What follows belongs to an exercise in optimizing a design on an open flow for small area; a production flow would make more cautious choices. In this exercise RTL edits were held to simulation tests only and were not proved equivalent to the original. The flow treats the clock pin as an ideal source, which a real chip does not have. Power figures rest on the tool's default switching activity, not on a simulated workload.

==> module VGA, before the edit <==
module VGA(
input clk, rst,
input [7:0] rect_color,
output hsync,vsync,
output reg [7:0] color
    );
reg [1:0] q;
always @(posedge clk or posedge rst) begin
  if (rst) q <= 2'b00;
  else     q <= {q[0], ~q[1]};
end
wire tick = q[1] & q[0];
reg started;
always @(posedge clk or posedge rst) begin
  if (rst) started <= 1'b0;
  else if (tick) started <= 1'b1;
end
wire clr = ~started & ~tick;
reg [9:0] h;
reg [9:0] v;
wire hw = h[9] & h[8] & h[5];           
wire vw = v[9] & v[3] & v[0];           
wire hwrap = tick & hw;
wire vwrap = hwrap & vw;
reg [9:0] hinc, vinc;
reg hc, vc;
integer i;
always @(*) begin
  hc = tick;
  vc = hwrap;
  for (i = 0; i < 10; i = i + 1) begin
    hinc[i] = h[i] ^ hc;
    hc = hc & h[i];
    vinc[i] = v[i] ^ vc;
    vc = vc & v[i];
  end
end
always @(posedge clk) begin
  if (clr) begin
    h <= 10'd0;
    v <= 10'd0;
  end else begin
    h <= hinc & ~{hwrap, hwrap, 2'b00, hwrap, 4'b0000, hwrap};
    v <= vinc & ~{vwrap, 5'b00000, vwrap, 1'b0, vwrap, 1'b0};
  end
end
wire vp = (v[8:1] == 8'b11110101);
wire h0 = (h == 10'd0);
wire hp_prev = (h >= 10'd657) & (h <= 10'd752);                
wire vp_prev = h0 ? (v == 10'd491 || v == 10'd492) : vp;       
assign hsync = started & ~hp_prev;
assign vsync = started & ~vp_prev;
wire frame = tick & ~vsync & ~vp;
reg [2:0] k8;
reg [1:0] m3;
always @(posedge clk) begin
  if (clr) begin
    k8 <= 3'd0;
    m3 <= 2'd0;
  end else if (frame) begin
    k8 <= {k8[2] ^ (k8[1] & k8[0]), k8[1] ^ k8[0], ~k8[0]};
    m3 <= {m3[0], ~(m3[1] | m3[0])};
  end
end
wire z = ~(m3[1] | m3[0]);
wire p = k8[0];
wire d_ge1 = p | ~z;
wire d_ge2 = ~(p ^ z);
wire d_ge3 = p & z;
wire l_ge1 = k8 != 3'd0;
wire l_ge2 = (k8[2] ^ k8[1]) | (k8[1] & ~k8[0]) | (k8[2] & ~k8[1] & ~k8[0]);
wire l_ge3 = k8 == 3'd3 || k8 == 3'd4 || k8 == 3'd5;
wire l_ge4 = k8 == 3'd4;
wire h_lo = h[9:2] == 8'd0;               
wire h_hi = h[9:2] == 8'b10011111;        
wire h_640 = h[9] & h[7] & ~h[8];         
wire v_lo = v[9:2] == 8'd0;               
wire v_hi = v[8:2] == 7'b1110111;         
wire v_480 = v[8] & v[7] & v[6] & v[5];   
wire hreg = ~(h[9] & (h[8] | (h[7] & (h[6:0] != 7'd0))));
wire vreg = ~v[9] & ~(v[8] & v[7] & v[6] & v[5] & (v[4:0] != 5'd0));
wire [2:0] L = k8[2] ? (3'd0 - k8) : k8;
wire [1:0] D = {d_ge2, d_ge1 & ~(d_ge2 & ~d_ge3)};
wire xout = (h_lo & ({1'b0, h[1:0]} < L)) | (h_hi & ({1'b0, h[1:0]} > L)) | (h_640 & ~l_ge4);
wire yout = (v_lo & (v[1:0] < D)) | (v_hi & v[1] & ({1'b0, v[0]} + 2'd1 > D)) | (v_480 & ~d_ge3);
wire inreg = hreg & vreg;
wire inrect = ~xout & ~yout;
always @(posedge clk or posedge rst) begin
  if (rst)
    color <= 8'b0000_0000;
  else if (tick)
    color <= inreg ? (inrect ? rect_color : 8'b0000_0011) : 8'b0000_0000;
end
endmodule
clock: 10.0 ns
lec_check: 0
cap_margin: 20
core_area: 2.5 2.5 72.5 72.5
die_area: 0 0 75 75
place_density: 0.8
slew_margin: 20
standard.sh (not shown) runs the stock make flow with config.mk's settings and CLKGATE_MAP_FILE= SYNTH_SCRIPT=/design/flow/synth_recipe.tcl, a recipe that flattens the netlist after the stock synthesis.
==> flow/flow/run.sh <==
#!/bin/bash
# Own layout flow: the standard flow (standard.sh), with
#  - synthesis (flow/synth.tcl) whose ABC mapping tries a few area-oriented
#    scripts (deepsyn with different seeds, then area-recovering mapping) and
#    keeps the smallest; no adder cells are extracted (ADDER_MAP_FILE empty);
#    registers are mapped before ABC runs and are the standard synthesis's,
#  - port buffers of the smallest buffer cell,
#  - the clock tree built by flow/clkbuf.tcl (run before CTS; TritonCTS then
#    skips the already buffered clock net): the clock port drives CLKBUF_N
#    buffers, each driving one group of flip-flops.
# Each tool's output goes to its own log in this folder.
set -euo pipefail
W=$PWD
mkdir -p $W/abc
S=""
for seed in 1 2 3 4 5 6; do
  printf 'strash\n&get -n\n&deepsyn -T 15 -S %s\n&put\n&get -n\n&dch -f\n&nf -R 1000 -p -C 32 -F 8\n&put\n' $seed > $W/abc/area$seed.script
  S="$S $W/abc/area$seed.script"
done
export AREA_ABC_SCRIPTS="$S"
export CLKBUF_CELL=sky130_fd_sc_hd__clkbuf_8
export CLKBUF_N=2
bash standard.sh SYNTH_SCRIPT=$W/flow/synth.tcl ADDER_MAP_FILE= synth > $W/synth.log 2>&1
bash standard.sh \
  "BUFFER_PORTS_ARGS=-buffer_cell sky130_fd_sc_hd__buf_1" \
  "PRE_CTS_TCL=$W/flow/clkbuf.tcl" \
  finish > $W/layout.log 2>&1
Other scripts of this flow, unchanged in this note and not shown: flow/flow/clkbuf.tcl, flow/flow/synth.tcl
Then changed:
--- a/flow/design.v
+++ b/flow/design.v
@@ -49,17 +49,17 @@
 wire h0 = (h == 10'd0);
 wire hp_prev = (h >= 10'd657) & (h <= 10'd752);                
 wire vp_prev = h0 ? (v == 10'd491 || v == 10'd492) : vp;       
 assign hsync = started & ~hp_prev;
 assign vsync = started & ~vp_prev;
-wire frame = tick & ~vsync & ~vp;
+wire frame = vwrap;
 reg [2:0] k8;
 reg [1:0] m3;
 always @(posedge clk) begin
   if (clr) begin
-    k8 <= 3'd0;
-    m3 <= 2'd0;
+    k8 <= 3'd1;
+    m3 <= 2'd1;
   end else if (frame) begin
     k8 <= {k8[2] ^ (k8[1] & k8[0]), k8[1] ^ k8[0], ~k8[0]};
     m3 <= {m3[0], ~(m3[1] | m3[0])};
   end
 end
@@ -83,11 +83,11 @@
 wire [2:0] L = k8[2] ? (3'd0 - k8) : k8;
 wire [1:0] D = {d_ge2, d_ge1 & ~(d_ge2 & ~d_ge3)};
 wire xout = (h_lo & ({1'b0, h[1:0]} < L)) | (h_hi & ({1'b0, h[1:0]} > L)) | (h_640 & ~l_ge4);
 wire yout = (v_lo & (v[1:0] < D)) | (v_hi & v[1] & ({1'b0, v[0]} + 2'd1 > D)) | (v_480 & ~d_ge3);
 wire inreg = hreg & vreg;
-wire inrect = ~xout & ~yout;
+wire inrect = ~started | (~xout & ~yout);
 always @(posedge clk or posedge rst) begin
   if (rst)
     color <= 8'b0000_0000;
   else if (tick)
     color <= inreg ? (inrect ? rect_color : 8'b0000_0011) : 8'b0000_0000;
Effect:
- The changed run completed with no timing, DRC or antenna violations
- worst setup slack gets worse by 0.25 ns
- die area stays the same
- design area went down by 0.73%
- global-route usage went up by 0.40 points
- final cell count went down by 0.77%
- sequential power stays flat
- utilization went down by 0.26 points
- area after synthesis went down by 0.82%
- clock power went down by about 3%
- sequential share of layout area went up by 0.34 points
- wire length hardly moves

-- afterwards: timing with drivers on the ports --
No port has a modelled driver above. Below, the same layouts with a new extraction and two added sets of constraints.
Step 1 assumes that a clkbuf_16 drives the clock port and a buf_2 every other input.
Step 2 times the ports against the registers' clock, not the clock port: input delays grow and output delays shrink by t, the midpoint of the rising clock arrivals with the driver on.
a / b / c = no drivers / after step 1 / after step 2; a / b = the first two.
run	t, ns	slack for setup (ns)	worst setup path after step 2
the first run	0.192	6.375 / 6.343 / 6.535	register to output
the second run	0.189	6.121 / 6.089 / 6.277	register to output
After both steps setup and hold are still met in every run listed.
